Context: an optimization exercise on an open-source flow, tuned for small area and a short achievable clock period. The choices shown serve that exercise and are no tape-out recipe. Only simulation tests tie the RTL to the original design; equivalence was not proved. Power figures rest on the tool's default switching activity, not on a simulated workload.

File: flow/run.sh
#!/bin/bash
# synth_recipe.tcl (not shown) runs the flow's synth.tcl, then flattens the netlist and writes it again
# the make line also repeats each setting of config.mk as NAME=value (left out here)
make -C /OpenROAD-flow-scripts/flow DESIGN_CONFIG=/design/flow/config.mk WORK_HOME=/design/flow/orfs CLKGATE_MAP_FILE= SYNTH_SCRIPT=/design/flow/synth_recipe.tcl finish
File: flow/config.mk
export PLATFORM = sky130hd
export DESIGN_NAME = Main
export DESIGN_NICKNAME = Main
export VERILOG_FILES = /design/flow/design.v
export SDC_FILE = /design/flow/constraint.sdc
export NUM_CORES = 4
export LEC_CHECK = 0
export CAP_MARGIN = 20
export CORE_MARGIN = 2
export CORE_UTILIZATION = 55
export CTS_BUF_LIST = sky130_fd_sc_hd__clkbuf_8
export CTS_CLUSTER_DIAMETER = 100
export CTS_CLUSTER_SIZE = 12
export GPL_TIMING_DRIVEN = 0
export SETUP_SLACK_MARGIN = 2.5
export SLEW_MARGIN = 20
export SYNTH_HIERARCHICAL = 1
File: flow/design.v
`timescale 1ns / 1ps
module Main(
    input clk,
    input [7:0] instruction,
    input reset,
    output [7:0] ReadAddress,
    output [6:0] seg_ten,
    output [6:0] seg_one,
    output led
    );
  wire [1:0] op = instruction[7:6];
  wire [1:0] rs = instruction[5:4];
  wire [1:0] rt = instruction[3:2];
  wire [1:0] x  = instruction[1:0];
  wire [7:0] imm = {{7{x[1]}}, x[0]};
  wire is_add  = (op == 2'b00);
  wire is_lw   = (op == 2'b01);
  wire is_sw   = (op == 2'b10);
  wire is_jump = (op == 2'b11);
  wire [3:0] rsd = {rs == 2'd3, rs == 2'd2, rs == 2'd1, rs == 2'd0};
  wire [3:0] rtd = {rt == 2'd3, rt == 2'd2, rt == 2'd1, rt == 2'd0};
  wire [3:0] rsd_alu = rsd & {4{~is_lw}};
  wire [3:0] rtd_alu = rtd & {4{is_add | is_jump}};
  wire [3:0] xd  = {x == 2'd3, x == 2'd2, x == 2'd1, x == 2'd0};
  wire [3:0] xd_lw = xd & {4{is_lw}};
  wire [3:0] xd_sw = xd & {4{is_sw}};
  reg [7:0] R0, R1, R2, R3;
  wire [7:0] A, B, BI, HA;
  wire [3:0] LA;
  genvar b, i, g;
  generate
    for (b = 0; b < 8; b = b + 1) begin : rdport
      cpu_ao4 ua (.s(rsd_alu), .d({R3[b], R2[b], R1[b], R0[b]}), .y(A[b]));
      cpu_ao4 ub (.s(rtd), .d({R3[b], R2[b], R1[b], R0[b]}), .y(B[b]));
      cpu_ao4p1 ubi (.s(rtd_alu), .d({R3[b], R2[b], R1[b], R0[b]}), .e(is_sw & imm[b]), .y(BI[b]));
      cpu_ao4 uh (.s(rsd), .d({R3[4:2] == b, R2[4:2] == b, R1[4:2] == b, R0[4:2] == b}), .y(HA[b]));
    end
    for (b = 0; b < 4; b = b + 1) begin : rdlo
      cpu_ao4 ul (.s(rsd), .d({R3[1:0] == b, R2[1:0] == b, R1[1:0] == b, R0[1:0] == b}), .y(LA[b]));
    end
  endgenerate
  wire [7:0] sum;
  cpu_add8 u_add (.a(A), .b(BI), .s(sum));
  wire [3:0] lo_rd, lo_wr;
  generate
    for (b = 0; b < 4; b = b + 1) begin : lsel
      cpu_ao4 ur (.s(xd_lw), .d({LA[(b + 1) % 4], LA[(b + 2) % 4], LA[(b + 3) % 4], LA[b]}), .y(lo_rd[b]));
      cpu_ao4 uw (.s(xd_sw), .d({LA[(b + 1) % 4], LA[(b + 2) % 4], LA[(b + 3) % 4], LA[b]}), .y(lo_wr[b]));
    end
  endgenerate
  wire c2, c2_a, c2_b;
  cpu_aoi22 u_c2a (.a1(x == 2'd3), .a2(LA[1]), .b1(x[1]), .b2(LA[2]), .y(c2_a));
  cpu_nand2 u_c2b (.a(x != 2'd0), .b(LA[3]), .y(c2_b));
  cpu_nand2 u_c2 (.a(c2_a), .b(c2_b), .y(c2));
  wire [7:0] hc0 = x[1] ? {HA[0], HA[7:1]} : HA;
  wire [7:0] hc1 = x[1] ? HA : {HA[6:0], HA[7]};
  wire [7:0] hi;
  generate
    for (b = 0; b < 8; b = b + 1) begin : hsel
      cpu_mux2 u (.s(c2), .a(hc0[b]), .b(hc1[b]), .y(hi[b]));
    end
  endgenerate
  reg [7:0] M [0:31];
  wire [7:0] alu_nlw = sum;
  wire [7:0] W, Wr;
  generate
    for (b = 0; b < 8; b = b + 1) begin : rdmem
      wire [7:0] grp;
      for (g = 0; g < 8; g = g + 1) begin : gr
        cpu_ao4 u (.s(lo_rd), .d({M[4*g+3][b], M[4*g+2][b], M[4*g+1][b], M[4*g][b]}), .y(grp[g]));
      end
      wire [3:0] t;
      cpu_aoi22 u0 (.a1(hi[0]), .a2(grp[0]), .b1(hi[1]), .b2(grp[1]), .y(t[0]));
      cpu_aoi22 u1 (.a1(hi[2]), .a2(grp[2]), .b1(hi[3]), .b2(grp[3]), .y(t[1]));
      cpu_aoi22 u2 (.a1(hi[4]), .a2(grp[4]), .b1(hi[5]), .b2(grp[5]), .y(t[2]));
      cpu_aoi221 u3 (.a1(hi[6]), .a2(grp[6]), .b1(hi[7]), .b2(grp[7]), .c(alu_nlw[b]), .y(t[3]));
      cpu_nand4 us (.a(t[0]), .b(t[1]), .c(t[2]), .d(t[3]), .y(W[b]));
      cpu_nand4r ur (.a(t[0]), .b(t[1]), .c(t[2]), .d(t[3]), .y(Wr[b]));
    end
  endgenerate
  wire [3:0] rwe;
  assign rwe[0] = (is_add & (x == 2'd0)) | (is_lw & (rt == 2'd0));
  assign rwe[1] = (is_add & (x == 2'd1)) | (is_lw & (rt == 2'd1));
  assign rwe[2] = (is_add & (x == 2'd2)) | (is_lw & (rt == 2'd2));
  assign rwe[3] = (is_add & (x == 2'd3)) | (is_lw & (rt == 2'd3));
  always @(posedge clk or posedge reset) begin
    if (reset) begin
      R0 <= 8'd0; R1 <= 8'd0; R2 <= 8'd0; R3 <= 8'd0;
    end else begin
      if (rwe[0]) R0 <= Wr;
      if (rwe[1]) R1 <= Wr;
      if (rwe[2]) R2 <= Wr;
      if (rwe[3]) R3 <= Wr;
    end
  end
  generate
    for (i = 0; i < 32; i = i + 1) begin : mw
      always @(posedge clk or posedge reset)
        if (reset) M[i] <= (i <= 16) ? (i % 16) : (272 - i);
        else if (hi[i / 4] & lo_wr[i % 4]) M[i] <= B;
    end
  endgenerate
  reg [7:0] PC;
  always @(posedge clk or posedge reset) begin
    if (reset) PC <= 8'd0;
    else PC <= PC + 8'd1 + (is_jump ? imm : 8'd0);
  end
  assign ReadAddress = PC;
  assign led = reset;
  cpu_seg7 u_ten (.v(W[7:4]), .seg(seg_ten));
  cpu_seg7 u_one (.v(W[3:0]), .seg(seg_one));
endmodule
module cpu_ao4(input [3:0] s, input [3:0] d, output y);
  assign y = |(s & d);
endmodule
module cpu_ao4p1(input [3:0] s, input [3:0] d, input e, output y);
  wire t0, t1;
  cpu_aoi22 u0 (.a1(s[0]), .a2(d[0]), .b1(s[1]), .b2(d[1]), .y(t0));
  cpu_aoi221 u1 (.a1(s[2]), .a2(d[2]), .b1(s[3]), .b2(d[3]), .c(e), .y(t1));
  cpu_nand2 u2 (.a(t0), .b(t1), .y(y));
endmodule
module cpu_add8(input [7:0] a, input [7:0] b, output [7:0] s);
  assign s = a + b;
endmodule
module cpu_aoi221(input a1, input a2, input b1, input b2, input c, output y);
  assign y = ~((a1 & a2) | (b1 & b2) | c);
endmodule
module cpu_nand4(input a, input b, input c, input d, output y);
  assign y = ~(a & b & c & d);
endmodule
module cpu_nand4r(input a, input b, input c, input d, output y);
  assign y = ~(a & b & c & d);
endmodule
module cpu_aoi22(input a1, input a2, input b1, input b2, output y);
  assign y = ~((a1 & a2) | (b1 & b2));
endmodule
module cpu_nand2(input a, input b, output y);
  assign y = ~(a & b);
endmodule
module cpu_mux2(input s, input a, input b, output y);
  assign y = s ? b : a;
endmodule
module cpu_seg7(input [3:0] v, output reg [6:0] seg);
  always @* begin
    case (v)
      4'h0: seg = 7'b0111111;
      4'h1: seg = 7'b0000110;
      4'h2: seg = 7'b1011011;
      4'h3: seg = 7'b1001111;
      4'h4: seg = 7'b1100110;
      4'h5: seg = 7'b1101101;
      4'h6: seg = 7'b1111101;
      4'h7: seg = 7'b0000111;
      4'h8: seg = 7'b1111111;
      4'h9: seg = 7'b1101111;
      4'hA: seg = 7'b1110111;
      4'hB: seg = 7'b1011110;
      4'hC: seg = 7'b0111001;
      4'hD: seg = 7'b1001110;
      4'hE: seg = 7'b1111001;
      default: seg = 7'b1110001;
    endcase
  end
endmodule
File: flow/constraint.sdc
create_clock -name core_clock -period 9.0 [get_ports {clk}]
set_input_delay 1.8000 -clock core_clock [delete_from_list [all_inputs] [get_ports {clk}]]
set_output_delay 1.8000 -clock core_clock [all_outputs]
set_load 0.01 [all_outputs]
==> impl_metrics.py, run 1 <==
metrics = {
    "global_routing": {
        "groute.usage.overall_pct": 35.4,
        "grt_pass1_wl_um": 80000,
        "grt_pass1_vias": 12700,
        "antenna_found_initial": 0,
        "grt_max_degree": 35,
        "grt.overflow.total": 0,
    },
    "detailed_routing": {
        "drt-initial-drc-count": 1151,
        "drt-pass1-iter-count": 5,
        "drt_wl_total_um": 54400,
        "route.detailed.drc": 0,
        "ant_nets": 0,
        "dr_total_vias": 12700,
        "wire_per_inst_um": 28.2,
        "vias_per_cell": 6.57,
    },
    "synth": {
        "synth.cell_area_mm2": 0.0157,
        "synth.distinct_cells": 55,
        "ys_warn_count": 9,
        "syn_inst": 1289,
        "syn_avg_cell_area_um2": 12.2,
        "ys_seq_area_share_pct": 48.1,
        "synth_edf_count": 0,
        "synth_nets": 1327,
        "synth_flop_cell": "dfrtp_1",
        "postSynth.asyncResetShare_pct": 100,
        "ys_seq_elements": 296,
    },
    "worst_setup_path": {
        "ff2ff_setup_slack_ps": 5330,
        "reg2regPathDepth": 15,
        "critPathLaunchType": "primary input",
        "r2r-start": "R2[1]",
        "crit_path_top_delay_cell": "fa_2",
        "end_kind": "output port",
        "critical_path_required_ps": 7200,
        "arrival_ps": 5110,
        "path_buf_inv": 8,
        "slowest_delay_ps": 420,
        "cpMostUsedCell": "buf_6",
        "crit_family": "simple AND/OR/NAND/NOR gates",
        "criticalPathCategory": "primary input to output port",
        "worstReg2RegEnd": "R1[6]",
        "path_max_fanout": 6,
        "critical_path.cell_chain": "buf_8 -> inv_6 -> ha_4 -> clkbuf_16 -> nor3b_4 -> buf_6 -> a22oi_2 -> nand2_2 -> inv_2 -> fa_2 -> nor2b_4 -> o31a_1 -> or4_1 -> nand3_2 -> a221oi_4 -> nand4_1 -> buf_6 -> buf_6 -> nor2_4 -> a21oi_2 -> buf_2",
    },
    "placed_design": {
        "dp_cells": 1708,
        "place_hpwl_um": 28900,
        "place.gp.congestion": 0.842,
        "portBuffers": 32,
    },
    "power_and_ir_drop": {
        "internal_power_mw": 3.66,
        "irDropWorstVdd_mv": 0.147,
        "p_leak_nw": 8.92,
        "switchingPower_mw": 2.61,
        "clockPowerShare_pct": 12.7,
        "p_comb_share_pct": 49.6,
        "swShare_pct": 41.6,
        "p_seq_share_pct": 37.7,
        "power-per-cell-area_mw_per_mm2": 317,
    },
    "worst_hold_path": {
        "hold_end": "PC[7]",
        "min-delay-start": "PC[7]",
        "hold_class": "flip-flop to flip-flop",
        "whs_path_depth": 1,
    },
    "timing": {
        "slew_violations": 0,
        "rsz0062_at_grt": "true",
        "finalSetupViolCount": 0,
        "min_period_ps": 6910,
        "max_freq_mhz": 145,
        "fin_crit_sh_pct": 76.7,
        "max-slew-margin-rel_pct": 41.0,
        "setup_tns_ps": 0,
        "finalClockSkew_ps": 27.0,
        "worst_pin_slew_ps": 884,
        "final_hold_viol_count": 0,
    },
    "final_layout": {
        "antenna_cells": 0,
        "nets": 1567,
        "final_common_cell": "mux2_2",
        "final_cell_mix": "mux2_2 (272), dfrtp_1 (172), a22oi_1 (158)",
        "final_cells": 1929,
        "final_layout_size_suffix_gt1_share_pct": 56.0,
        "synthToLayoutAreaGrowth_pct": 26.0,
        "num-fill-cells": 2015,
    },
    "clock_tree": {
        "hold_buffers": 0,
        "cts_tree": "done",
        "clk_latency_ps": 630,
        "cts_max_level": 1,
        "clock-root-buffer": "clkbuf_8",
        "clock-sinks": 296,
        "numCtsBuffers": 28,
        "cts_buffer_depth": 3,
        "clkTransAtPathRegs_ps": 80,
    },
    "floorplan": {
        "die_height_um": 173,
        "dieArea_mm2": 0.0299,
        "fp.dieW_um": 173,
        "start_util_pct": 56.3,
        "core_area_mm2": 0.0279,
        "io_pins": 33,
        "rows": 61,
    },
    "run": {
        "drv_cap": 0,
    },
    "outcome": {
        "status": "finished clean",
    },
}
-- state kept, by name (all words and copies together) (netlist names) --
name  cells
R0        8
M       256
R1        8
R2        8
R3        8
PC        8
-- Yosys cell counts, types with 8 or more instances --
cell type	number	area (um^2)
mux2_2	272	3060
a22oi_1	200	1500
dfrtp_1	172	4300
nand2_1	165	619
dfstp_2	124	3260
a22oi_2	36	450
clkbuf_1	32	120
ha_1	27	338
mux2_4	24	360
nor2_1	24	90.1
inv_1	20	75.1
nand4_1	18	113
nor2b_1	18	113
a221oi_2	16	240
a21oi_1	13	65.1
nor3b_1	13	97.6
and2_1	11	68.8
mux2_1	8	90.1
-- through the flow --
stage               setup slack [ps]  total power, mW  util, %  cell area, um^2  hold WS, ps
finish                          2090             6.27     70.9            19800          475
global route                    1990             6.57     70.9            19800          499
global placement                 409             4.65     59.5            16600          456
detailed placement               320             4.72     60.2            16800          460
floorplan                       2500             3.83        -            15800          480
CTS                             2150             5.90     68.6            19200          475
-- power groups by stage --
stage	combinational, mW	clock (mW)	sequential [mW]
after floorplan	1.59	0	2.25
after global placement	2.32	0	2.33
after detailed placement	2.37	0	2.35
after CTS	2.78	0.797	2.33
after global routing	3.28	0.857	2.43
final	3.11	0.797	2.36
-- what timing repair did --
item,in CTS,in global routing
buffers inserted,126,24
resized for setup,249,95
setup endpoints to repair,14,14
gates cloned,16,3
pin swaps,75,68
-- routing by layer --
layer / vias to the layer above / share of wire, % / global-route usage, %
met1: 6509 / 42 / 48.9
li1: 5395 / - / -
met4: 0 / 5.0 / 16.1
met3: 153 / 8.7 / 6.90
met5: - / 0 / 0
met2: 609 / 45 / 54.2
-- modules after synthesis (local to each module, per instance), excerpt --
module,area [um^2],cells inside,flops+latches,times used
cpu_aoi22,12.5,1,0,33
cpu_aoi221,15.0,1,0,16
cpu_mux2,15.0,1,0,8
cpu_nand4,6.26,1,0,8
cpu_nand4r,6.26,1,0,8
cpu_seg7,273,38,0,2
-- how the worst max path moves through the flow --
stage                        start          to  slack [ps]  cells after the start
finish              instruction[7]  seg_ten[3]        2090                     21
global route        instruction[6]  seg_ten[6]        1990                     21
CTS                 instruction[7]  seg_ten[2]        2150                     21
detailed placement  instruction[2]  seg_ten[3]         320                     18
global placement    instruction[2]  seg_ten[3]         410                     18
floorplan           instruction[7]  seg_ten[3]        2500                     18
-- cell families after synthesis --
group / synth area share [%]
mux: 22.6
compound gates: 15.8
flops: 48.1
simple gates: 8.62
buf+inv: 1.92
fa+ha+maj: 2.28
xor+xnor: 0.613
-- cell type report --
cell class	instances	area [um^2]	share of cell area, %
Inverter	22	128	0.645
Sequential cell	296	7560	38.2
Clock inverter	22	87.6	0.442
Buffer	42	258	1.30
Tap cell	378	473	2.39
Multi-Input combinational cell	947	9080	45.9
Clock buffer	30	413	2.09
Timing Repair Buffer	192	1800	9.08
==> run 2: changes to the inputs <==
--- a/flow/config.mk
+++ b/flow/config.mk
@@ -11,7 +11,7 @@
 export CTS_BUF_LIST = sky130_fd_sc_hd__clkbuf_8
 export CTS_CLUSTER_DIAMETER = 100
 export CTS_CLUSTER_SIZE = 12
-export GPL_TIMING_DRIVEN = 0
 export SETUP_SLACK_MARGIN = 2.5
 export SLEW_MARGIN = 20
 export SYNTH_HIERARCHICAL = 1
+export TNS_END_PERCENT = 0
==> run 2 against run 1 <==
Register-to-register slack gained 110 ps. Combinational power is 18% lower. Final cell count down 5.4%. Synthesized area stayed put. Critical path depth is 2 lower. Clock power is 3.0% lower. Total power decreased by 9.1%. Synthesized cell count is the same. Critical endpoint unchanged. Largest cell class unchanged.
==> impl_metrics.py, run 2 <==
metrics = {
    "synth": {
        "synth.most_common_cell": "mux2_2",
        "synth_flop_cell": "dfrtp_1",
        "synth.cell_area_mm2": 0.0157,
        "synth-xor-area-share_pct": 0.613,
        "yosys.area_share.simple_pct": 8.62,
        "syn_inst": 1289,
        "synth-compound-area-share_pct": 15.8,
        "synth_top_area_share_pct": 27.4,
        "synth_area_leaders": "dfrtp_1 (27%), dfstp_2 (21%), mux2_2 (19%), a22oi_1 (9.6%), nand2_1 (3.9%)",
        "netlist_top_cells_count": "mux2_2 (272), a22oi_1 (200), dfrtp_1 (172), nand2_1 (165), dfstp_2 (124)",
        "synth_area_leader_cell": "dfrtp_1",
        "synth_fa_ha_area_share_pct": 2.28,
        "ys_warn_count": 9,
        "ys_seq_area_share_pct": 48.1,
        "synth.distinct_cells": 55,
        "ys_seq_elements": 296,
        "syn_avg_cell_area_um2": 12.2,
        "synth_top_family_by_area": "multiplexers",
        "synth_nets": 1327,
        "muxShareOfSynthArea_pct": 22.6,
        "synth_edf_count": 0,
        "postSynth.asyncResetShare_pct": 100,
    },
    "run": {
        "drv_cap": 0,
    },
    "timing": {
        "max-slew-margin-rel_pct": 29.8,
        "min_period_ps": 6930,
        "final_hold_viol_count": 0,
        "finalClockSkew_ps": 23.7,
        "setup_ws_ps": 2070,
        "finalSetupViolCount": 0,
        "setup_tns_ps": 0,
        "slew_violations": 0,
        "max_freq_mhz": 144,
        "fin_crit_sh_pct": 76.9,
        "rsz0062_at_grt": "true",
        "worst_pin_slew_ps": 1050,
    },
    "clock_tree": {
        "numCtsBuffers": 28,
        "cts_max_level": 1,
        "hold_buffers": 0,
        "clk_latency_ps": 600,
        "cts_tree": "done",
        "cts_buffer_depth": 3,
        "clock-sinks": 296,
        "clkTransAtPathRegs_ps": 80,
        "clock-root-buffer": "clkbuf_8",
    },
    "detailed_routing": {
        "vias_per_cell": 6.33,
        "dr_total_vias": 11600,
        "drt_wl_total_um": 44700,
        "drt-initial-drc-count": 789,
        "ant_nets": 0,
        "route.detailed.drc": 0,
        "drt-pass1-iter-count": 7,
        "wire_per_inst_um": 24.5,
    },
    "floorplan": {
        "die_height_um": 173,
        "core_area_mm2": 0.0279,
        "io_pins": 33,
        "fp.dieW_um": 173,
        "start_util_pct": 56.3,
        "dieArea_mm2": 0.0299,
        "rows": 61,
    },
    "worst_setup_path": {
        "r2r-start": "R2[1]",
        "criticalPathCategory": "primary input to output port",
        "ff2ff_setup_slack_ps": 5440,
        "end_kind": "output port",
        "arrival_ps": 5130,
        "reg2regPathDepth": 12,
        "worstReg2RegEnd": "R1[3]",
        "path_max_fanout": 12,
        "critical_path_required_ps": 7200,
        "critPathLaunchType": "primary input",
    },
    "power_and_ir_drop": {
        "power-per-cell-area_mw_per_mm2": 314,
        "p_total_mw": 5.70,
        "p_leak_nw": 8.28,
        "irDropWorstVdd_mv": 0.146,
    },
    "placed_design": {
        "post-place-ws_ps": 550,
        "placed_cell_area_mm2": 0.0166,
        "portBuffers": 32,
        "place_hpwl_um": 28000,
        "dp_cells": 1694,
        "place.gp.congestion": 0.903,
    },
    "global_routing": {
        "grtUsageMet2_pct": 46.8,
        "grt_max_degree": 155,
        "busiest_layer": "met2",
        "groute.usage.overall_pct": 29.8,
        "grt_pass1_wl_um": 69400,
        "grt_util_met3_pct": 5.83,
        "met1_usage_pct": 41.7,
        "antenna_found_initial": 0,
        "grt.overflow.total": 0,
        "grt_pass1_vias": 11600,
    },
    "final_layout": {
        "final_cell_area_mm2": 0.0182,
        "top_register": "M",
        "final_layout_size_suffix_gt1_share_pct": 50.0,
        "final_common_cell": "mux2_2",
        "final_cells": 1825,
        "antenna_cells": 0,
        "largest_reg_flops": 256,
        "final_cell_mix": "mux2_2 (272), a22oi_1 (188), dfrtp_1 (172)",
        "nets": 1465,
        "synthToLayoutAreaGrowth_pct": 15.7,
    },
    "worst_hold_path": {
        "whs_path_depth": 1,
        "hold_end": "PC[7]",
        "hold_class": "flip-flop to flip-flop",
        "min-delay-start": "PC[7]",
    },
    "outcome": {
        "status": "finished clean",
    },
}
## run 2: cell count changes in the layout (fill, tap and decap cells not counted), sizes merged, moves of 7 or more
cell | previous run | this run
nand2 | 182 | 169
buf | 190 | 127
dlygate4sd2 | 0 | 7
clkbuf | 64 | 29
## run 2: worst max-delay path, cell delays in order
cell	delay (ps)
buf_2	180
nor2_4	100
a22oi_1	230
nand2_2	170
buf_4	170
a22oi_2	200
nand2_4	150
buf_4	210
buf_4	150
a22oi_1	160
nand2_1	120
a221oi_2	300
nand4_1	280
buf_4	230
ha_1	180
mux2i_1	140
nor2_1	80
a21oi_2	110
buf_2	150
## run 2: per-stage QoR
step                hold slack (ps)  utilization [%]
floorplan                       480                -
global placement                454             59.6
detailed placement              460             59.6
CTS                             474             64.8
global route                    506             65.1
finish                          470             65.1
## run 2: final cells by class
cell class | count | area [um^2]
Fill cell | 2264 | 9760
Sequential cell | 296 | 7560
Clock buffer | 28 | 385
Timing Repair Buffer | 146 | 1250
Tap cell | 378 | 473
Inverter | 22 | 103
Clock inverter | 22 | 114
Multi-Input combinational cell | 933 | 8290
## run 2: per-module statistics from Yosys (local to each module, per instance), excerpt
module	area, um^2	copies in the design
cpu_mux2	15.0	8
cpu_ao4	18.8	100
Main	12100	1
cpu_nand4	6.26	8
cpu_nand2	3.75	10
cpu_aoi22	12.5	33
cpu_aoi221	15.0	16
cpu_add8	310	1
cpu_nand4r	6.26	8
cpu_seg7	273	2
## run 2: report_power, final
part	internal, mW	switching [mW]
combinational	1.20	1.37
sequential	1.96	0.402
clock	0.319	0.454
## run 2: what timing repair did
action / in CTS / in global routing
hold endpoints to repair: 0 / 0
gates resized for setup: 175 / 9
setup endpoints to repair: 14 / 14
gates cloned: 5 / 0
buffers inserted: 71 / 5
pin swaps: 49 / 9
## run 2: worst max-delay path by stage
stage | slack, ps | cells after the start | endpoint | start
after floorplan | 1940 | 16 | seg_ten[1] | instruction[6]
after global placement | 610 | 13 | seg_one[5] | instruction[5]
after CTS | 2190 | 22 | seg_ten[3] | instruction[7]
final | 2070 | 19 | seg_ten[3] | instruction[4]
after global routing | 1950 | 18 | seg_one[3] | instruction[4]
after detailed placement | 550 | 13 | seg_one[3] | instruction[5]
## run 2: cells by family after synthesis
logic type / count (synthesis)
multiplexers: 308
AO/OA/AOI/OAI: 296
flip-flops: 296
AND/OR/NAND/NOR: 286
buffers and inverters: 64
adder cells (fa/ha/maj): 28
XOR/XNOR: 11
## run 2: layer usage
layer  share of wire, %  routed length (um)
met2                 45               20300
met1                 44               19800
met3                6.9                3090
met5                  0                   0
met4                3.4                1530
==> run 3: changes to the inputs <==
--- a/flow/config.mk
+++ b/flow/config.mk
@@ -14,4 +14,4 @@
 export SETUP_SLACK_MARGIN = 2.5
 export SLEW_MARGIN = 20
 export SYNTH_HIERARCHICAL = 1
-export TNS_END_PERCENT = 0
+export TNS_END_PERCENT = 20
==> run 3 against run 2 <==
Total power rose by 0.43%. Worst hold slack hardly changed. Clock power about the same. Setup slack worse by 22 ps. Via count up 0.78%. Clock skew up 3.9 ps. Combinational power about the same. Non-clock buffer count up 1. Critical path type unchanged.
==> impl_metrics.py, run 3 <==
metrics = {
    "final_layout": {
        "final_cell_mix": "mux2_2 (272), a22oi_1 (186), dfrtp_1 (172)",
        "num-fill-cells": 2250,
        "nets": 1466,
        "final_common_cell": "mux2_2",
        "synthToLayoutAreaGrowth_pct": 16.1,
        "antenna_cells": 0,
        "largest_reg_flops": 256,
        "top_register": "M",
        "final_layout_size_suffix_gt1_share_pct": 50.6,
    },
    "global_routing": {
        "met1_usage_pct": 42.9,
        "groute.usage.overall_pct": 29.8,
        "grt_pass1_vias": 11700,
        "grt_pass1_wl_um": 70200,
        "grt_max_degree": 155,
        "grt.overflow.total": 0,
        "grtUsageMet2_pct": 47.6,
        "grt_util_met3_pct": 4.20,
        "busiest_layer": "met2",
        "antenna_found_initial": 0,
    },
    "worst_setup_path": {
        "reg2regPathDepth": 12,
        "arrival_ps": 5150,
        "critical_path_required_ps": 7200,
        "critPathLaunch": "instruction[4]",
        "endpoint": "seg_ten[3]",
        "critPathLaunchType": "primary input",
        "criticalPathCategory": "primary input to output port",
        "worstReg2RegEnd": "R1[3]",
        "path_max_fanout": 6,
        "r2r-start": "R2[1]",
        "end_kind": "output port",
        "ff2ff_setup_slack_ps": 5430,
    },
    "synth": {
        "yosys.area_share.simple_pct": 8.62,
        "synth.distinct_cells": 55,
        "synth_fa_ha_area_share_pct": 2.28,
        "synth-xor-area-share_pct": 0.613,
        "postSynth.asyncResetShare_pct": 100,
        "ys_warn_count": 9,
        "ys_seq_area_share_pct": 48.1,
        "syn_avg_cell_area_um2": 12.2,
        "syn_inst": 1289,
        "muxShareOfSynthArea_pct": 22.6,
        "synth_top_family_by_area": "multiplexers",
        "ys_seq_elements": 296,
        "synth-compound-area-share_pct": 15.8,
        "synth.most_common_cell": "mux2_2",
        "synth_edf_count": 0,
        "netlist_top_cells_count": "mux2_2 (272), a22oi_1 (200), dfrtp_1 (172), nand2_1 (165), dfstp_2 (124)",
        "synth_flop_cell": "dfrtp_1",
        "synth_top_area_share_pct": 27.4,
        "synth_area_leaders": "dfrtp_1 (27%), dfstp_2 (21%), mux2_2 (19%), a22oi_1 (9.6%), nand2_1 (3.9%)",
        "synth_area_leader_cell": "dfrtp_1",
        "synth.cell_area_mm2": 0.0157,
        "synth_nets": 1327,
    },
    "detailed_routing": {
        "drt_wl_total_um": 44700,
        "dr_total_vias": 11600,
        "ant_nets": 0,
        "drt-pass1-iter-count": 6,
        "wire_per_inst_um": 24.5,
        "route.detailed.drc": 0,
        "vias_per_cell": 6.38,
        "drt-initial-drc-count": 766,
    },
    "clock_tree": {
        "cts_max_level": 1,
        "clk_latency_ps": 600,
        "numCtsBuffers": 28,
        "cts_buffer_depth": 3,
        "cts_tree": "done",
        "clock-root-buffer": "clkbuf_8",
        "clock-sinks": 296,
        "clkTransAtPathRegs_ps": 80,
    },
    "timing": {
        "rsz0062_at_grt": "true",
        "worst_pin_slew_ps": 1000,
        "fin_crit_sh_pct": 77.2,
        "min_period_ps": 6950,
        "finalClockSkew_ps": 27.6,
        "setup_tns_ps": 0,
        "max-slew-margin-rel_pct": 32.8,
        "max_freq_mhz": 144,
        "finalSetupViolCount": 0,
        "slew_violations": 0,
        "final_hold_viol_count": 0,
    },
    "power_and_ir_drop": {
        "power-per-cell-area_mw_per_mm2": 314,
        "swShare_pct": 39.0,
        "internal_power_mw": 3.49,
        "switchingPower_mw": 2.24,
        "p_leak_nw": 8.30,
        "irDropWorstVdd_mv": 0.152,
        "p_comb_share_pct": 45.2,
        "p_total_mw": 5.72,
        "clockPowerShare_pct": 13.5,
        "p_seq_share_pct": 41.3,
    },
    "floorplan": {
        "start_util_pct": 56.3,
        "fp.dieW_um": 173,
        "die_height_um": 173,
        "rows": 61,
        "core_area_mm2": 0.0279,
        "dieArea_mm2": 0.0299,
        "io_pins": 33,
    },
    "outcome": {
        "status": "finished clean",
    },
    "run": {
        "drv_cap": 0,
    },
    "worst_hold_path": {
        "min-delay-start": "PC[7]",
        "hold_class": "flip-flop to flip-flop",
    },
    "placed_design": {
        "portBuffers": 32,
        "place_hpwl_um": 28000,
        "place.gp.congestion": 0.903,
    },
}
==> run 3: routing by layer <==
layer | routed length (um) | vias up
met3 | 2930 | 83
met5 | 0 | -
li1 | - | 5161
met1 | 19900 | 6000
met2 | 20600 | 399
met4 | 1280 | 0
==> run 3: power by group through the flow <==
stage / logic (mW) / clock network, mW / registers, mW
after floorplan: 1.58 / 0 / 2.25
after global placement: 2.23 / 0 / 2.36
after detailed placement: 2.26 / 0 / 2.38
after CTS: 2.49 / 0.799 / 2.35
after global routing: 2.78 / 0.853 / 2.43
final: 2.59 / 0.772 / 2.36
==> run 3: how the worst min path moves through the flow <==
| stage | endpoint | cells past startpoint |
|---|---|---|
| floorplan | M[0][0] | 1 |
| global route | PC[7] | 1 |
| global placement | PC[7] | 1 |
| finish | PC[7] | 1 |
| CTS | PC[7] | 1 |
| detailed placement | PC[7] | 1 |
==> run 3: kinds of logic (layout without fill, tap and decap cells) <==
family          Yosys count  count (layout)
flops                   296             296
mux                     308             308
xor+xnor                 11              11
simple gates            286             290
compound gates          296             296
fa+ha+maj                28              28
buf+inv                  64             219
==> run 3: worst max-delay path: stages <==
cell	delay [ps]
buf_2	160
nor2b_4	220
nor2b_1	200
buf_4	160
a22oi_1	90
nand2_1	140
ha_4	180
inv_2	40
fa_2	360
nor2b_4	130
o31a_1	170
a21oi_2	60
a221oi_2	300
nand4_1	220
buf_4	200
ha_4	170
buf_6	110
mux2i_1	120
nor2_1	80
a21oi_2	100
buf_2	150
==> run 3: cell type report <==
| cell class | instances | area [um^2] | share of cell area, % |
|---|---|---|---|
| multi-input cells | 933 | 8320 | 45.6 |
| flip-flops and latches | 296 | 7560 | 41.5 |
| repair buffers | 147 | 1280 | 7.04 |
| well taps | 378 | 473 | 2.59 |
| clock buffers | 28 | 385 | 2.11 |
| clock inverters | 22 | 114 | 0.624 |
| inverters | 22 | 108 | 0.590 |
==> run 3: metrics by stage <==
| stage | utilization (%) | hold WS (ps) | instance area, um^2 | setup slack (ps) | std cells |
|---|---|---|---|---|---|
| after floorplan | - | 480 | 15700 | 1940 | 1289 |
| after global placement | 59.6 | 454 | 16600 | 613 | 1694 |
| after detailed placement | 59.6 | 460 | 16600 | 550 | 1694 |
| after CTS | 64.9 | 474 | 18100 | 2190 | 1821 |
| after global routing | 65.3 | 506 | 18200 | 1920 | 1826 |
| final | 65.3 | 470 | 18200 | 2050 | 1826 |
==> run 3: repair_timing <==
action                                 in CTS  in global routing
pin swaps                                  53                 14
buffers inserted                           72                  5
setup endpoints to repair                  14                 14
gates resized for setup                   187                 20
hold buffers                                0                  0
cloned                                      5                  0
endpoints found under the hold margin       0                  0
==> run 3: modules after synthesis (local to each module, per instance), a selection <==
module | flops+latches | times used
Main | 296 | 1
cpu_nand2 | 0 | 10
cpu_nand4 | 0 | 8
cpu_aoi221 | 0 | 16
cpu_aoi22 | 0 | 33
cpu_add8 | 0 | 1
cpu_nand4r | 0 | 8
cpu_seg7 | 0 | 2
cpu_mux2 | 0 | 8
cpu_ao4 | 0 | 100
==> run 4: changes to the inputs <==
--- a/flow/config.mk
+++ b/flow/config.mk
@@ -14,4 +14,3 @@
 export SETUP_SLACK_MARGIN = 2.5
 export SLEW_MARGIN = 20
 export SYNTH_HIERARCHICAL = 1
-export TNS_END_PERCENT = 20
==> run 4 against run 3 <==
Synthesized area did not move. Final area up 4.8%. First-iteration DRC count rose by 79%. Setup slack better by 160 ps. Global-route usage is 1.2 points higher. Sequential share of layout area decreased by 1.9 points. Wire length increased by 9.4%. Die area unchanged. Core utilization up 3.2 points. Sequential power about the same. Clock-buffer cell count stayed put. Flip-flop and latch count is the same.
==> impl_metrics.py, run 4 <==
metrics = {
    "outcome": {
        "status": "finished clean",
    },
    "floorplan": {
        "core_area_mm2": 0.0279,
        "dieArea_mm2": 0.0299,
        "rows": 61,
        "die_height_um": 173,
        "io_pins": 33,
        "fp.dieW_um": 173,
        "start_util_pct": 56.3,
    },
    "detailed_routing": {
        "ant_nets": 0,
        "drt-pass1-iter-count": 6,
        "route.detailed.drc": 0,
        "wire_per_inst_um": 26.2,
        "vias_per_cell": 6.49,
        "drt-initial-drc-count": 1374,
        "dr_total_vias": 12100,
        "drt_wl_total_um": 48900,
    },
    "clock_tree": {
        "numCtsBuffers": 28,
        "clk_latency_ps": 610,
        "cts_max_level": 1,
        "hold_buffers": 0,
        "clock-root-buffer": "clkbuf_8",
        "clkTransAtPathRegs_ps": 80,
        "cts_buffer_depth": 3,
        "clock-sinks": 296,
        "cts_tree": "done",
    },
    "global_routing": {
        "groute.usage.overall_pct": 31.0,
        "antenna_found_initial": 0,
        "grt_pass1_vias": 11600,
        "grt_pass1_wl_um": 71800,
        "grt_max_degree": 179,
        "grt.overflow.total": 0,
    },
    "timing": {
        "max_freq_mhz": 147,
        "finalClockSkew_ps": 23.0,
        "finalSetupViolCount": 0,
        "worst_pin_slew_ps": 1030,
        "fin_crit_sh_pct": 75.4,
        "slew_violations": 0,
        "final_hold_viol_count": 0,
        "min_period_ps": 6790,
        "rsz0062_at_grt": "true",
        "setup_tns_ps": 0,
        "max-slew-margin-rel_pct": 31.2,
    },
    "worst_setup_path": {
        "critPathLaunchType": "primary input",
        "end_kind": "output port",
        "criticalPathCategory": "primary input to output port",
        "crit_path_top_delay_cell": "fa_2",
        "critical_path.cell_chain": "buf_8 -> inv_6 -> ha_4 -> buf_12 -> nor3_4 -> buf_6 -> a22oi_2 -> nand2_1 -> ha_2 -> inv_2 -> fa_2 -> nor2b_4 -> o31a_1 -> a21oi_2 -> a221oi_2 -> nand4_1 -> buf_6 -> ha_4 -> mux2i_1 -> nor2_1 -> a21oi_1 -> buf_2",
        "arrival_ps": 4990,
        "path_buf_inv": 7,
        "slowest_delay_ps": 370,
        "crit_family": "adder cells",
        "path_max_fanout": 5,
        "critical_path_required_ps": 7200,
    },
    "synth": {
        "syn_avg_cell_area_um2": 12.2,
        "netlist_top_cells_count": "mux2_2 (272), a22oi_1 (200), dfrtp_1 (172), nand2_1 (165), dfstp_2 (124)",
        "synth_area_leader_cell": "dfrtp_1",
        "ys_seq_area_share_pct": 48.1,
        "ys_warn_count": 9,
        "synth_area_leaders": "dfrtp_1 (27%), dfstp_2 (21%), mux2_2 (19%), a22oi_1 (9.6%), nand2_1 (3.9%)",
        "synth.most_common_cell": "mux2_2",
        "postSynth.asyncResetShare_pct": 100,
        "synth.cell_area_mm2": 0.0157,
        "synth_edf_count": 0,
        "synth.distinct_cells": 55,
        "synth_nets": 1327,
        "syn_inst": 1289,
        "ys_seq_elements": 296,
        "synth_top_area_share_pct": 27.4,
        "synth_flop_cell": "dfrtp_1",
    },
    "final_layout": {
        "nets": 1504,
        "final_common_cell": "mux2_2",
        "multi_input_area_mm2": 0.00883,
        "synthToLayoutAreaGrowth_pct": 21.7,
        "seq_area_mm2": 0.00756,
        "final_layout_size_suffix_gt1_share_pct": 55.7,
        "top_register": "M",
        "largest_reg_flops": 256,
        "antenna_cells": 0,
        "final_cell_mix": "mux2_2 (272), dfrtp_1 (172), a22oi_1 (158)",
        "final_cells": 1864,
        "num-fill-cells": 2079,
    },
    "power_and_ir_drop": {
        "p_seq_share_pct": 39.7,
        "clockPowerShare_pct": 13.0,
        "switchingPower_mw": 2.42,
        "internal_power_mw": 3.59,
        "p_comb_share_pct": 47.3,
        "swShare_pct": 40.3,
        "p_leak_nw": 8.61,
        "irDropWorstVdd_mv": 0.151,
        "p_total_mw": 6.01,
        "power-per-cell-area_mw_per_mm2": 314,
    },
    "placed_design": {
        "place.gp.congestion": 0.874,
        "portBuffers": 32,
        "place_hpwl_um": 27200,
        "dp_cells": 1686,
    },
    "run": {
        "drv_cap": 0,
    },
    "worst_hold_path": {
        "hold_class": "flip-flop to flip-flop",
    },
}
## run 4: cell types whose count changed in the layout (fill, tap and decap cells not counted), moves of 6 or more
| cell | change |
|---|---|
| a22oi_1 | -28 |
| buf_2 | +6 |
| buf_6 | +23 |
| dlygate4sd2_1 | -6 |
| nand2_8 | +8 |
| buf_4 | +7 |
| a22oi_2 | +28 |
| nand2_1 | -10 |
| nand2_4 | +7 |
| ha_4 | +6 |
## run 4: per-stage QoR
| stage | instance area, um^2 | utilization (%) | hold slack (ps) | setup slack (ps) |
|---|---|---|---|---|
| finish | 19100 | 68.5 | 475 | 2210 |
| global route | 19100 | 68.5 | 515 | 2120 |
| CTS | 18400 | 65.9 | 477 | 2270 |
| detailed placement | 16700 | 59.6 | 463 | 416 |
| global placement | 16700 | 59.6 | 452 | 536 |
| floorplan | 15800 | - | 480 | 2500 |
## run 4: layout make-up
type	instances	area share (%)
multi-input cells	937	46.2
clock inverters	22	0.595
well taps	378	2.47
flip-flops and latches	296	39.5
repair buffers	181	8.53
clock buffers	28	2.02
inverters	22	0.654
## run 4: what timing repair did
| action | CTS | global route |
|---|---|---|
| endpoints found under the setup margin | 14 | 14 |
| gates resized for setup | 191 | 124 |
| cloned | 8 | 3 |
| pin swaps | 64 | 72 |
| setup buffers | 86 | 31 |
## run 4: logic make-up after synthesis
logic type | share of synthesized area (%)
multiplexers | 22.6
AO/OA/AOI/OAI | 15.8
flip-flops | 48.1
AND/OR/NAND/NOR | 8.62
buffers and inverters | 1.92
adder cells (fa/ha/maj) | 2.28
XOR/XNOR | 0.613
## run 4: Yosys stat by module, one instance, submodules excluded, a selection
module      cell area, um^2  times used  flip-flops and latches
cpu_add8                310           1                       0
cpu_nand4r             6.26           8                       0
cpu_seg7                273           2                       0
cpu_nand2              3.75          10                       0
cpu_ao4                18.8         100                       0
cpu_aoi22              12.5          33                       0
cpu_mux2               15.0           8                       0
Main                  12100           1                     296
cpu_aoi221             15.0          16                       0
cpu_nand4              6.26           8                       0
## run 4: worst paths after layout
kind,from,to,slack (ps),depth (start not counted)
setup / recovery,instruction[7],seg_ten[3],2210,22
hold / removal,PC[7],PC[7],470,1
setup reg to reg,R0[0],R1[2],5310,13
hold reg to reg,PC[7],PC[7],470,1
max in group asynchronous,reset,PC[7],5810,3
min in group asynchronous,reset,R3[3],1740,2
## run 4: power groups by stage
stage,combinational [mW],sequential [mW],clock (mW)
final,2.85,2.39,0.782
after global routing,3.01,2.45,0.862
after CTS,2.57,2.35,0.803
after detailed placement,2.27,2.38,0
after global placement,2.24,2.36,0
after floorplan,1.59,2.25,0
## run 4: metal layers
metal / track usage, % / vias up / share of wire [%]
met5: 0 / - / 0
met4: 9.71 / 0 / 4.1
met3: 7.12 / 155 / 8.6
met2: 46.7 / 571 / 44
met1: 44.7 / 6132 / 44
li1: - / 5245 / -
## run 4: worst register-to-register path, stage by stage, from the launching register on
cell and delay [ps]:
dfrtp_1 530, nor2b_1 220, a22oi_2 250, nand2_4 150, a22oi_2 290, buf_6 160, nand2_8 100, buf_12 170
buf_4 140, a22oi_1 160, nand2_1 160, a221oi_2 360, nand4_1 420, mux2_1 470
==> run 5: changes to the inputs <==
--- a/flow/config.mk
+++ b/flow/config.mk
@@ -11,6 +11,7 @@
 export CTS_BUF_LIST = sky130_fd_sc_hd__clkbuf_8
 export CTS_CLUSTER_DIAMETER = 100
 export CTS_CLUSTER_SIZE = 12
-export SETUP_SLACK_MARGIN = 2.5
+export SETUP_SLACK_MARGIN = 3.0
 export SLEW_MARGIN = 20
 export SYNTH_HIERARCHICAL = 1
+export TNS_END_PERCENT = 0
==> run 5 against run 4 <==
First-iteration DRC count shrank 43%. Final cell count shrank 2.1%. Non-clock buffer count down 35. Wire length decreased by 8.7%. Total power down 5.2%. Fmax shrank 2.0%. Clock-buffer cell count unchanged. Sequential share of layout area increased by 2.1 points.
==> impl_metrics.py, run 5 <==
metrics = {
    "outcome": {
        "status": "finished clean",
    },
    "clock_tree": {
        "numCtsBuffers": 28,
        "clkTransAtPathRegs_ps": 80,
        "clock-root-buffer": "clkbuf_8",
        "clk_latency_ps": 600,
        "hold_buffers": 0,
        "cts_buffer_depth": 3,
        "cts_tree": "done",
        "clock-sinks": 296,
        "cts_max_level": 1,
    },
    "worst_setup_path": {
        "path_max_fanout": 12,
        "critical_path.cell_chain": "buf_2 -> nor2_4 -> a22oi_1 -> nand2_2 -> buf_4 -> a22oi_2 -> nand2_4 -> buf_4 -> buf_4 -> a22oi_1 -> nand2_1 -> a221oi_2 -> nand4_1 -> buf_4 -> ha_1 -> mux2i_1 -> nor2_1 -> a21oi_2 -> buf_2",
        "critPathLaunchType": "primary input",
        "criticalPathCategory": "primary input to output port",
        "critical_path_required_ps": 7200,
        "slowest_delay_ps": 300,
        "end_kind": "output port",
        "arrival_ps": 5130,
        "cpMostUsedCell": "buf_4",
        "crit_path_top_delay_cell": "a221oi_2",
    },
    "synth": {
        "netlist_top_cells_count": "mux2_2 (272), a22oi_1 (200), dfrtp_1 (172), nand2_1 (165), dfstp_2 (124)",
        "ys_warn_count": 9,
        "synth.distinct_cells": 55,
        "syn_avg_cell_area_um2": 12.2,
        "synth.cell_area_mm2": 0.0157,
        "synth.most_common_cell": "mux2_2",
        "synth_area_leaders": "dfrtp_1 (27%), dfstp_2 (21%), mux2_2 (19%), a22oi_1 (9.6%), nand2_1 (3.9%)",
        "postSynth.asyncResetShare_pct": 100,
        "synth_nets": 1327,
        "synth_area_leader_cell": "dfrtp_1",
        "ys_seq_area_share_pct": 48.1,
        "ys_seq_elements": 296,
        "synth_top_area_share_pct": 27.4,
        "syn_inst": 1289,
        "synth_edf_count": 0,
        "synth_flop_cell": "dfrtp_1",
    },
    "timing": {
        "rsz0062_at_grt": "true",
        "holdWs_ps": 470,
        "setup_tns_ps": 0,
        "slew_violations": 0,
        "worst_pin_slew_ps": 1050,
        "finalClockSkew_ps": 23.7,
        "min_period_ps": 6930,
        "final_hold_viol_count": 0,
        "fin_crit_sh_pct": 76.9,
        "max_freq_mhz": 144,
        "max-slew-margin-rel_pct": 29.8,
        "finalSetupViolCount": 0,
    },
    "floorplan": {
        "start_util_pct": 56.3,
        "dieArea_mm2": 0.0299,
        "rows": 61,
        "io_pins": 33,
        "core_area_mm2": 0.0279,
        "fp.dieW_um": 173,
        "die_height_um": 173,
    },
    "detailed_routing": {
        "dr_total_vias": 11600,
        "drt-initial-drc-count": 789,
        "drt_wl_total_um": 44700,
        "wire_per_inst_um": 24.5,
        "drt-pass1-iter-count": 7,
        "route.detailed.drc": 0,
        "vias_per_cell": 6.33,
        "ant_nets": 0,
    },
    "global_routing": {
        "antenna_found_initial": 0,
        "grt_pass1_vias": 11600,
        "grt_pass1_wl_um": 69400,
        "groute.usage.overall_pct": 29.8,
        "grt.overflow.total": 0,
        "grt_max_degree": 155,
    },
    "placed_design": {
        "place_hpwl_um": 28000,
        "portBuffers": 32,
        "placed_cell_area_mm2": 0.0166,
        "place.gp.congestion": 0.903,
    },
    "final_layout": {
        "final_layout_size_suffix_gt1_share_pct": 50.0,
        "top_register": "M",
        "final_common_cell": "mux2_2",
        "antenna_cells": 0,
        "largest_reg_flops": 256,
        "synthToLayoutAreaGrowth_pct": 15.7,
        "nets": 1465,
        "final_cell_area_mm2": 0.0182,
        "final_cell_mix": "mux2_2 (272), a22oi_1 (188), dfrtp_1 (172)",
    },
    "power_and_ir_drop": {
        "p_seq_share_pct": 41.4,
        "irDropWorstVdd_mv": 0.146,
        "clockPowerShare_pct": 13.6,
        "power-per-cell-area_mw_per_mm2": 314,
        "internal_power_mw": 3.47,
        "p_comb_share_pct": 45.0,
        "swShare_pct": 39.0,
        "p_leak_nw": 8.28,
        "p_total_mw": 5.70,
        "switchingPower_mw": 2.22,
    },
    "run": {
        "drv_cap": 0,
    },
    "worst_hold_path": {
        "hold_class": "flip-flop to flip-flop",
    },
}
-- run 5: cell counts after synthesis --
Identical to the previous run, type by type.
-- run 5: modules after synthesis, one instance, submodules excluded, excerpt --
module      flip-flops and latches  cells inside  area (um^2)
cpu_seg7                         0            38          273
cpu_nand4r                       0             1         6.26
cpu_nand2                        0             1         3.75
cpu_aoi221                       0             1         15.0
cpu_aoi22                        0             1         12.5
cpu_add8                         0            41          310
cpu_mux2                         0             1         15.0
cpu_ao4                          0             3         18.8
Main                           296           789        12100
cpu_nand4                        0             1         6.26
-- run 5: worst paths after layout --
| path | endpoint | from | slack, ps | cells past startpoint |
|---|---|---|---|---|
| max reg2reg | R1[3] | R2[1] | 5440 | 12 |
| min in group asynchronous | M[7][7] | reset | 1890 | 3 |
| max in group asynchronous | M[28][0] | reset | 5600 | 4 |
| min | PC[7] | PC[7] | 470 | 1 |
| max | seg_ten[3] | instruction[4] | 2070 | 19 |
| min reg2reg | PC[7] | PC[7] | 470 | 1 |
-- run 5: metrics by stage --
stage	worst slack, ps	cells	utilization (%)
2_1_floorplan	1940	1289	-
3_5_place_dp	550	1694	59.6
3_3_place_gp	613	1694	59.6
6_report	2070	1825	65.1
4_1_cts	2190	1820	64.8
5_1_grt	1950	1825	65.1
-- run 5: worst max-delay path: cells and delay by family --
family	cells	cell delay (ps)
multiplexers	1	140
AO/OA/AOI/OAI	5	1000
AND/OR/NAND/NOR	6	900
buffers and inverters	6	1090
adder cells (fa/ha/maj)	1	180
-- run 5: power groups by stage --
stage               clock [mW]  sequential, mW  combinational [mW]
finish                   0.773            2.36                2.56
global route             0.853            2.43                2.75
CTS                      0.799            2.35                2.48
detailed placement           0            2.38                2.26
global placement             0            2.36                2.23
floorplan                    0            2.25                1.58
-- run 5: cell families after synthesis --
group / after synthesis / synth area share [%]
buffers and inverters: 64 / 1.92
and+or+nand+nor: 286 / 8.62
DFF: 296 / 48.1
AOI/OAI and AO/OA: 296 / 15.8
xor gates and xnor gates: 11 / 0.613
adders and majority gates: 28 / 2.28
muxes: 308 / 22.6
-- run 5: routing by layer --
metal	global-route usage (%)	share of wire, %	up-vias
met4	9.43	3.4	0
li1	-	-	5160
met3	5.83	6.9	93
met2	46.8	45	397
met5	0	0	-
met1	41.7	44	5903
-- run 5: what timing repair did --
| action | CTS | global route |
|---|---|---|
| pin swaps | 49 | 9 |
| resized for setup | 175 | 9 |
| setup buffers | 71 | 5 |
| endpoints found under the setup margin | 14 | 14 |
| gates cloned | 5 | 0 |
-- run 5: layout make-up --
| cell class | instances | area, um^2 |
|---|---|---|
| Clock buffer | 28 | 385 |
| Clock inverter | 22 | 114 |
| Fill cell | 2264 | 9760 |
| Inverter | 22 | 103 |
| Multi-Input combinational cell | 933 | 8290 |
| Sequential cell | 296 | 7560 |
| Tap cell | 378 | 473 |
| Timing Repair Buffer | 146 | 1250 |
==> run 6: changes to the inputs <==
--- a/flow/config.mk
+++ b/flow/config.mk
@@ -11,7 +11,7 @@
 export CTS_BUF_LIST = sky130_fd_sc_hd__clkbuf_8
 export CTS_CLUSTER_DIAMETER = 100
 export CTS_CLUSTER_SIZE = 12
-export SETUP_SLACK_MARGIN = 3.0
+export SETUP_SLACK_MARGIN = 2.3
 export SLEW_MARGIN = 20
 export SYNTH_HIERARCHICAL = 1
 export TNS_END_PERCENT = 0
==> run 6 against run 5 <==
Fmax unchanged. Critical endpoint unchanged. Wire length unchanged. Clock skew unchanged. Worst hold slack stayed put. Still clean on timing, DRC and antenna.
==> impl_metrics.py, run 6 <==
metrics = {
    "outcome": {
        "status": "finished clean",
    },
    "synth": {
        "ys_warn_count": 9,
        "synth.distinct_cells": 55,
        "synth_top_area_share_pct": 27.4,
        "synth_area_leader_cell": "dfrtp_1",
        "ys_seq_area_share_pct": 48.1,
        "postSynth.asyncResetShare_pct": 100,
        "ys_seq_elements": 296,
        "synth_area_leaders": "dfrtp_1 (27%), dfstp_2 (21%), mux2_2 (19%), a22oi_1 (9.6%), nand2_1 (3.9%)",
        "synth_nets": 1327,
        "syn_inst": 1289,
        "syn_avg_cell_area_um2": 12.2,
        "synth.cell_area_mm2": 0.0157,
        "netlist_top_cells_count": "mux2_2 (272), a22oi_1 (200), dfrtp_1 (172), nand2_1 (165), dfstp_2 (124)",
        "synth_flop_cell": "dfrtp_1",
        "synth.most_common_cell": "mux2_2",
        "synth_edf_count": 0,
    },
    "detailed_routing": {
        "route.detailed.drc": 0,
        "drt_wl_total_um": 44700,
        "dr_total_vias": 11600,
        "ant_nets": 0,
        "drt-pass1-iter-count": 7,
        "drt-initial-drc-count": 789,
        "vias_per_cell": 6.33,
        "wire_per_inst_um": 24.5,
    },
    "power_and_ir_drop": {
        "p_comb_share_pct": 45.0,
        "power-per-cell-area_mw_per_mm2": 314,
        "p_seq_share_pct": 41.4,
        "p_leak_nw": 8.28,
        "swShare_pct": 39.0,
        "switchingPower_mw": 2.22,
        "internal_power_mw": 3.47,
        "clockPowerShare_pct": 13.6,
        "irDropWorstVdd_mv": 0.146,
    },
    "timing": {
        "setup_tns_ps": 0,
        "finalClockSkew_ps": 23.7,
        "max_freq_mhz": 144,
        "max-slew-margin-rel_pct": 29.8,
        "holdWs_ps": 470,
        "worst_pin_slew_ps": 1050,
        "fin_crit_sh_pct": 76.9,
        "rsz0062_at_grt": "true",
        "slew_violations": 0,
        "final_hold_viol_count": 0,
        "finalSetupViolCount": 0,
        "min_period_ps": 6930,
    },
    "clock_tree": {
        "cts_tree": "done",
        "clock-sinks": 296,
        "cts_buffer_depth": 3,
        "clk_latency_ps": 600,
        "numCtsBuffers": 28,
        "cts_max_level": 1,
        "clkTransAtPathRegs_ps": 80,
        "clock-root-buffer": "clkbuf_8",
    },
    "final_layout": {
        "final_cells": 1825,
        "largest_reg_flops": 256,
        "antenna_cells": 0,
        "nets": 1465,
        "final_core_utilization_pct": 65.1,
        "final_layout_size_suffix_gt1_share_pct": 50.0,
        "final_common_cell": "mux2_2",
        "top_register": "M",
        "final_cell_mix": "mux2_2 (272), a22oi_1 (188), dfrtp_1 (172)",
        "synthToLayoutAreaGrowth_pct": 15.7,
    },
    "worst_setup_path": {
        "arrival_ps": 5130,
        "end_kind": "output port",
        "criticalPathCategory": "primary input to output port",
        "critPathLaunchType": "primary input",
        "critical_path_required_ps": 7200,
        "path_max_fanout": 12,
    },
    "placed_design": {
        "place.gp.congestion": 0.903,
        "dp_cells": 1694,
        "portBuffers": 32,
        "place_hpwl_um": 28000,
    },
    "run": {
        "drv_cap": 0,
    },
    "global_routing": {
        "antenna_found_initial": 0,
        "grt_pass1_wl_um": 69400,
        "grt_max_degree": 155,
        "groute.usage.overall_pct": 29.8,
        "grt_pass1_vias": 11600,
        "grt.overflow.total": 0,
    },
    "floorplan": {
        "die_height_um": 173,
        "start_util_pct": 56.3,
        "rows": 61,
        "core_area_mm2": 0.0279,
        "io_pins": 33,
        "fp.dieW_um": 173,
        "dieArea_mm2": 0.0299,
    },
    "worst_hold_path": {
        "hold_class": "flip-flop to flip-flop",
    },
}
[run 6: Yosys stat by module (local to each module, per instance), a selection]
module | cells | copies in the design | cell area (um^2)
cpu_nand2 | 1 | 10 | 3.75
cpu_nand4 | 1 | 8 | 6.26
cpu_mux2 | 1 | 8 | 15.0
cpu_nand4r | 1 | 8 | 6.26
cpu_aoi221 | 1 | 16 | 15.0
cpu_ao4 | 3 | 100 | 18.8
cpu_seg7 | 38 | 2 | 273
Main | 789 | 1 | 12100
cpu_aoi22 | 1 | 33 | 12.5
cpu_add8 | 41 | 1 | 310
[run 6: kinds of logic (layout without fill, tap and decap cells)]
kind of cell	after synthesis	after routing	share of synthesized area, %
XOR/XNOR	11	11	0.613
AND/OR/NAND/NOR	286	290	8.62
flip-flops	296	296	48.1
buffers and inverters	64	218	1.92
multiplexers	308	308	22.6
AO/OA/AOI/OAI	296	296	15.8
adder cells (fa/ha/maj)	28	28	2.28
[run 6: metal layers]
layer	GRT usage (%)	part of all wire (%)	vias to the layer above
met5	0	0	-
li1	-	-	5160
met3	5.83	6.9	93
met2	46.8	45	397
met1	41.7	44	5903
met4	9.43	3.4	0
[run 6: cell type report]
class,count,area (um^2)
fillers,2264,9760
multi-input cells,933,8290
flip-flops and latches,296,7560
repair buffers,146,1250
well taps,378,473
clock buffers,28,385
clock inverters,22,114
inverters,22,103
[run 6: worst max-delay path, cell delays in order]
cell	delay [ps]
buf_2	180
nor2_4	100
a22oi_1	230
nand2_2	170
buf_4	170
a22oi_2	200
nand2_4	150
buf_4	210
buf_4	150
a22oi_1	160
nand2_1	120
a221oi_2	300
nand4_1	280
buf_4	230
ha_1	180
mux2i_1	140
nor2_1	80
a21oi_2	110
buf_2	150
[run 6: final timing paths]
check / startpoint / end / slack, ps / cells after the start
setup / recovery: instruction[4] / seg_ten[3] / 2070 / 19
hold / removal: PC[7] / PC[7] / 470 / 1
min in group asynchronous: reset / M[7][7] / 1890 / 3
setup reg to reg: R2[1] / R1[3] / 5440 / 12
hold reg to reg: PC[7] / PC[7] / 470 / 1
max in group asynchronous: reset / M[28][0] / 5600 / 4
[run 6: what timing repair did]
item | CTS | global route
setup buffers | 71 | 5
cloned | 5 | 0
setup endpoints to repair | 14 | 14
resized for setup | 175 | 9
hold buffers | 0 | 0
pin swaps | 49 | 9
[run 6: power groups by stage]
stage | combinational, mW | sequential (mW) | clock [mW]
final | 2.56 | 2.36 | 0.773
after global routing | 2.75 | 2.43 | 0.853
after CTS | 2.48 | 2.35 | 0.799
after detailed placement | 2.26 | 2.38 | 0
after global placement | 2.23 | 2.36 | 0
after floorplan | 1.58 | 2.25 | 0
[run 6: metrics by stage]
step	area (um^2)	power [mW]	setup WS, ps
CTS	18100	5.63	2190
floorplan	15700	3.83	1940
detailed placement	16600	4.64	550
finish	18200	5.70	2070
global route	18200	6.03	1950
global placement	16600	4.59	613
==> run 7: changes to the inputs <==
==> flow/config.mk (replaced) <==
export PLATFORM = sky130hd
export DESIGN_NAME = Main
export DESIGN_NICKNAME = Main
export VERILOG_FILES = /design/flow/design.v
export SDC_FILE = /design/flow/constraint.sdc
export NUM_CORES = 4
export LEC_CHECK = 0
export CAP_MARGIN = 10
export CORE_MARGIN = 2
export CORE_UTILIZATION = 55
export CTS_BUF_LIST = sky130_fd_sc_hd__clkbuf_8
export CTS_CLUSTER_DIAMETER = 100
export CTS_CLUSTER_SIZE = 12
export GPL_TIMING_DRIVEN = 0
export SETUP_SLACK_MARGIN = 3.0
export SLEW_MARGIN = 10
export SYNTH_HIERARCHICAL = 1
export TNS_END_PERCENT = 0
==> run 7 against run 6 <==
Still clean on timing, DRC and antenna. Fmax decreased by 0.93%. Non-clock buffer count increased by 42. Die area unchanged. Global-route usage increased by 1.5 points. Combinational power increased by 5%. Wire length increased by 6.8%. Critical path type unchanged. Highest routed layer unchanged.
==> impl_metrics.py, run 7 <==
metrics = {
    "clock_tree": {
        "clk_latency_ps": 610,
        "clkTransAtPathRegs_ps": 80,
        "numCtsBuffers": 28,
        "cts_tree": "done",
        "cts_buffer_depth": 3,
        "clock-root-buffer": "clkbuf_8",
        "cts_max_level": 1,
        "clock-sinks": 296,
    },
    "final_layout": {
        "final_common_cell": "mux2_2",
        "num-fill-cells": 2170,
        "synthToLayoutAreaGrowth_pct": 19.1,
        "top_register": "M",
        "final_layout_size_suffix_gt1_share_pct": 50.1,
        "antenna_cells": 0,
        "final_cell_mix": "mux2_2 (272), a22oi_1 (180), dfrtp_1 (172)",
        "largest_reg_flops": 256,
        "final_cells": 1868,
        "nets": 1507,
    },
    "global_routing": {
        "grt.overflow.total": 0,
        "grt_pass1_vias": 11700,
        "antenna_found_initial": 0,
        "grt_pass1_wl_um": 72100,
        "groute.usage.overall_pct": 31.2,
        "grt_max_degree": 41,
    },
    "detailed_routing": {
        "route.detailed.drc": 0,
        "drt-initial-drc-count": 1094,
        "ant_nets": 0,
        "dr_total_vias": 11900,
        "drt-pass1-iter-count": 5,
        "vias_per_cell": 6.39,
        "drt_wl_total_um": 47700,
        "wire_per_inst_um": 25.5,
    },
    "timing": {
        "finalSetupViolCount": 0,
        "fin_crit_sh_pct": 77.7,
        "max_freq_mhz": 143,
        "worst_pin_slew_ps": 1010,
        "rsz0062_at_grt": "true",
        "slew_violations": 0,
        "final_hold_viol_count": 0,
        "max-slew-margin-rel_pct": 32.9,
        "min_period_ps": 6990,
        "setup_tns_ps": 0,
        "holdWs_ps": 471,
        "finalClockSkew_ps": 18.7,
    },
    "synth": {
        "synth_top_area_share_pct": 27.4,
        "synth_area_leaders": "dfrtp_1 (27%), dfstp_2 (21%), mux2_2 (19%), a22oi_1 (9.6%), nand2_1 (3.9%)",
        "ys_seq_elements": 296,
        "netlist_top_cells_count": "mux2_2 (272), a22oi_1 (200), dfrtp_1 (172), nand2_1 (165), dfstp_2 (124)",
        "synth.distinct_cells": 55,
        "postSynth.asyncResetShare_pct": 100,
        "synth.cell_area_mm2": 0.0157,
        "synth_flop_cell": "dfrtp_1",
        "synth_nets": 1327,
        "synth_area_leader_cell": "dfrtp_1",
        "synth_edf_count": 0,
        "syn_inst": 1289,
        "synth.most_common_cell": "mux2_2",
        "ys_warn_count": 9,
        "syn_avg_cell_area_um2": 12.2,
        "ys_seq_area_share_pct": 48.1,
    },
    "power_and_ir_drop": {
        "power-per-cell-area_mw_per_mm2": 311,
        "irDropWorstVdd_mv": 0.156,
        "p_leak_nw": 8.47,
    },
    "placed_design": {
        "place_hpwl_um": 29300,
        "portBuffers": 32,
        "dp_cells": 1712,
        "place.gp.congestion": 0.892,
    },
    "worst_setup_path": {
        "end_kind": "output port",
        "criticalPathCategory": "primary input to output port",
        "critical_path_required_ps": 7200,
        "critPathLaunchType": "primary input",
        "arrival_ps": 5190,
        "path_max_fanout": 36,
    },
    "floorplan": {
        "rows": 61,
        "io_pins": 33,
        "core_area_mm2": 0.0279,
        "die_height_um": 173,
        "fp.dieW_um": 173,
        "dieArea_mm2": 0.0299,
        "start_util_pct": 56.3,
    },
    "outcome": {
        "status": "finished clean",
    },
    "run": {
        "drv_cap": 0,
    },
    "worst_hold_path": {
        "hold_class": "flip-flop to flip-flop",
    },
}
## run 7: cell types whose count changed in the layout (fill, tap and decap cells not counted), sizes merged
cell | before | now
clkbuf | 29 | 68
buf | 127 | 133
dlygate4sd2 | 7 | 2
bufbuf | 0 | 2
clkdlybuf4s15 | 1 | 3
bufinv | 1 | 0
## run 7: area by class of cell
cell class                      instances  area [um^2]  area share (%)
Multi-Input combinational cell        933         8400            44.9
Sequential cell                       296         7560            40.4
Timing Repair Buffer                  146         1430            7.64
Tap cell                              378          473            2.53
Clock buffer                           30          413            2.21
Buffer                                 42          240            1.28
Inverter                               22          103           0.548
Clock inverter                         21         83.8           0.448
## run 7: power breakdown
part | internal (mW) | total (mW) | switching, mW | leakage [nW]
Combinational | 1.22 | 2.69 | 1.47 | 4.57
Sequential | 1.96 | 2.34 | 0.385 | 3.57
Clock | 0.308 | 0.777 | 0.469 | 0.327
Total | 3.49 | 5.81 | 2.32 | 8.47
## run 7: cell families (layout without fill, tap and decap cells)
family | after synthesis | after routing | synth area share, %
adder cells (fa/ha/maj) | 28 | 28 | 2.28
multiplexers | 308 | 308 | 22.6
buffers and inverters | 64 | 261 | 1.92
AND/OR/NAND/NOR | 286 | 290 | 8.62
XOR/XNOR | 11 | 11 | 0.613
flip-flops | 296 | 296 | 48.1
AO/OA/AOI/OAI | 296 | 296 | 15.8
## run 7: per-module statistics from Yosys (local to each module, per instance), excerpt
module | times used | cell area (um^2) | cells inside | flip-flops and latches
cpu_seg7 | 2 | 273 | 38 | 0
cpu_ao4 | 100 | 18.8 | 3 | 0
cpu_aoi221 | 16 | 15.0 | 1 | 0
cpu_nand4 | 8 | 6.26 | 1 | 0
Main | 1 | 12100 | 789 | 296
cpu_aoi22 | 33 | 12.5 | 1 | 0
cpu_nand4r | 8 | 6.26 | 1 | 0
cpu_nand2 | 10 | 3.75 | 1 | 0
cpu_mux2 | 8 | 15.0 | 1 | 0
cpu_add8 | 1 | 310 | 41 | 0
## run 7: routing by layer
metal  global-route usage (%)  wire length [um]  vias to the layer above
met4                     7.94              1350                        0
met5                        0                 0                        -
met3                     4.09              3400                       96
li1                         -                 -                     5270
met1                     45.6             21100                     6072
met2                     49.4             21800                      491
## run 7: per-stage QoR
stage | cell area [um^2] | power, mW | worst slack [ps] | utilization, %
after global routing | 18700 | 6.13 | 1900 | 67.0
after CTS | 18500 | 5.73 | 2090 | 66.3
after global placement | 16500 | 4.65 | -887 | 59.1
after detailed placement | 16800 | 4.73 | -158 | 60.2
after floorplan | 15700 | 3.83 | 1940 | -
final | 18700 | 5.81 | 2010 | 67.0
## run 7: final timing paths
kind	from	endpoint	slack (ps)	cells after the start
setup reg to reg	R2[1]	R1[6]	5400	14
setup / recovery	instruction[4]	seg_one[3]	2010	18
hold / removal	PC[7]	PC[7]	470	1
max in group asynchronous	reset	M[5][0]	6150	5
hold reg to reg	PC[7]	PC[7]	470	1
min in group asynchronous	reset	M[29][3]	1680	2
## run 7: repair_timing
item                                    CTS  global route
hold buffers                              0             0
endpoints found under the setup margin   22            14
cloned                                    8             1
pin swaps                                49            29
resized for setup                       176            36
hold endpoints to repair                  0             0
setup buffers                            85            11
## run 7: worst max-delay path: stages
cell             delay, ps
clkbuf_4               170
and2_4                 210
a22oi_2                160
nand2_2                140
buf_4                  170
a22oi_2                230
nand2_4                110
buf_12                 190
a22oi_2                200
nand2_2                 90
a221oi_4               410
nand4_1                280
inv_2                  150
buf_4                  120
ha_1                   250
o21ai_2                140
a21oi_1                 80
clkdlybuf4s15_2        230

-- port drivers added, routing unchanged --
In the flow no input, the clock included, has a driving cell. The finished layouts below were timed again as built, in two steps.
Step 1 sets driving cells, clkbuf_16 on the clock port and buf_2 on the other inputs (assumed; they add their load-dependent delay and slew).
Step 2, shift: input delay + t, output delay - t, t = (earliest + latest rising clock arrival at the registers) / 2. This alone moves slack from input paths to output paths.
a / b / c = no drivers / after step 1 / after step 2; a / b = the first two.
run | t (ns) | setup WS [ns] | worst data-port slew with drivers (ns)
run 1 | 0.669 | 2.094 / 2.043 / 2.043 | 0.05
run 2 | 0.640 | 2.075 / 2.046 / 2.046 | 0.05
run 3 | 0.639 | 2.053 / 1.982 / 1.982 | 0.08
run 4 | 0.641 | 2.213 / 2.160 / 2.160 | 0.07
run 5 | 0.640 | 2.075 / 2.046 / 2.046 | 0.05
run 6 | 0.640 | 2.075 / 2.046 / 2.046 | 0.05
run 7 | 0.647 | 2.009 / 1.980 / 1.980 | 0.06
After both steps every run listed still meets setup and hold. For run 3, which loses most, drivers alone change the setup slack by -0.071 ns; drivers and shift together by -0.071 ns.
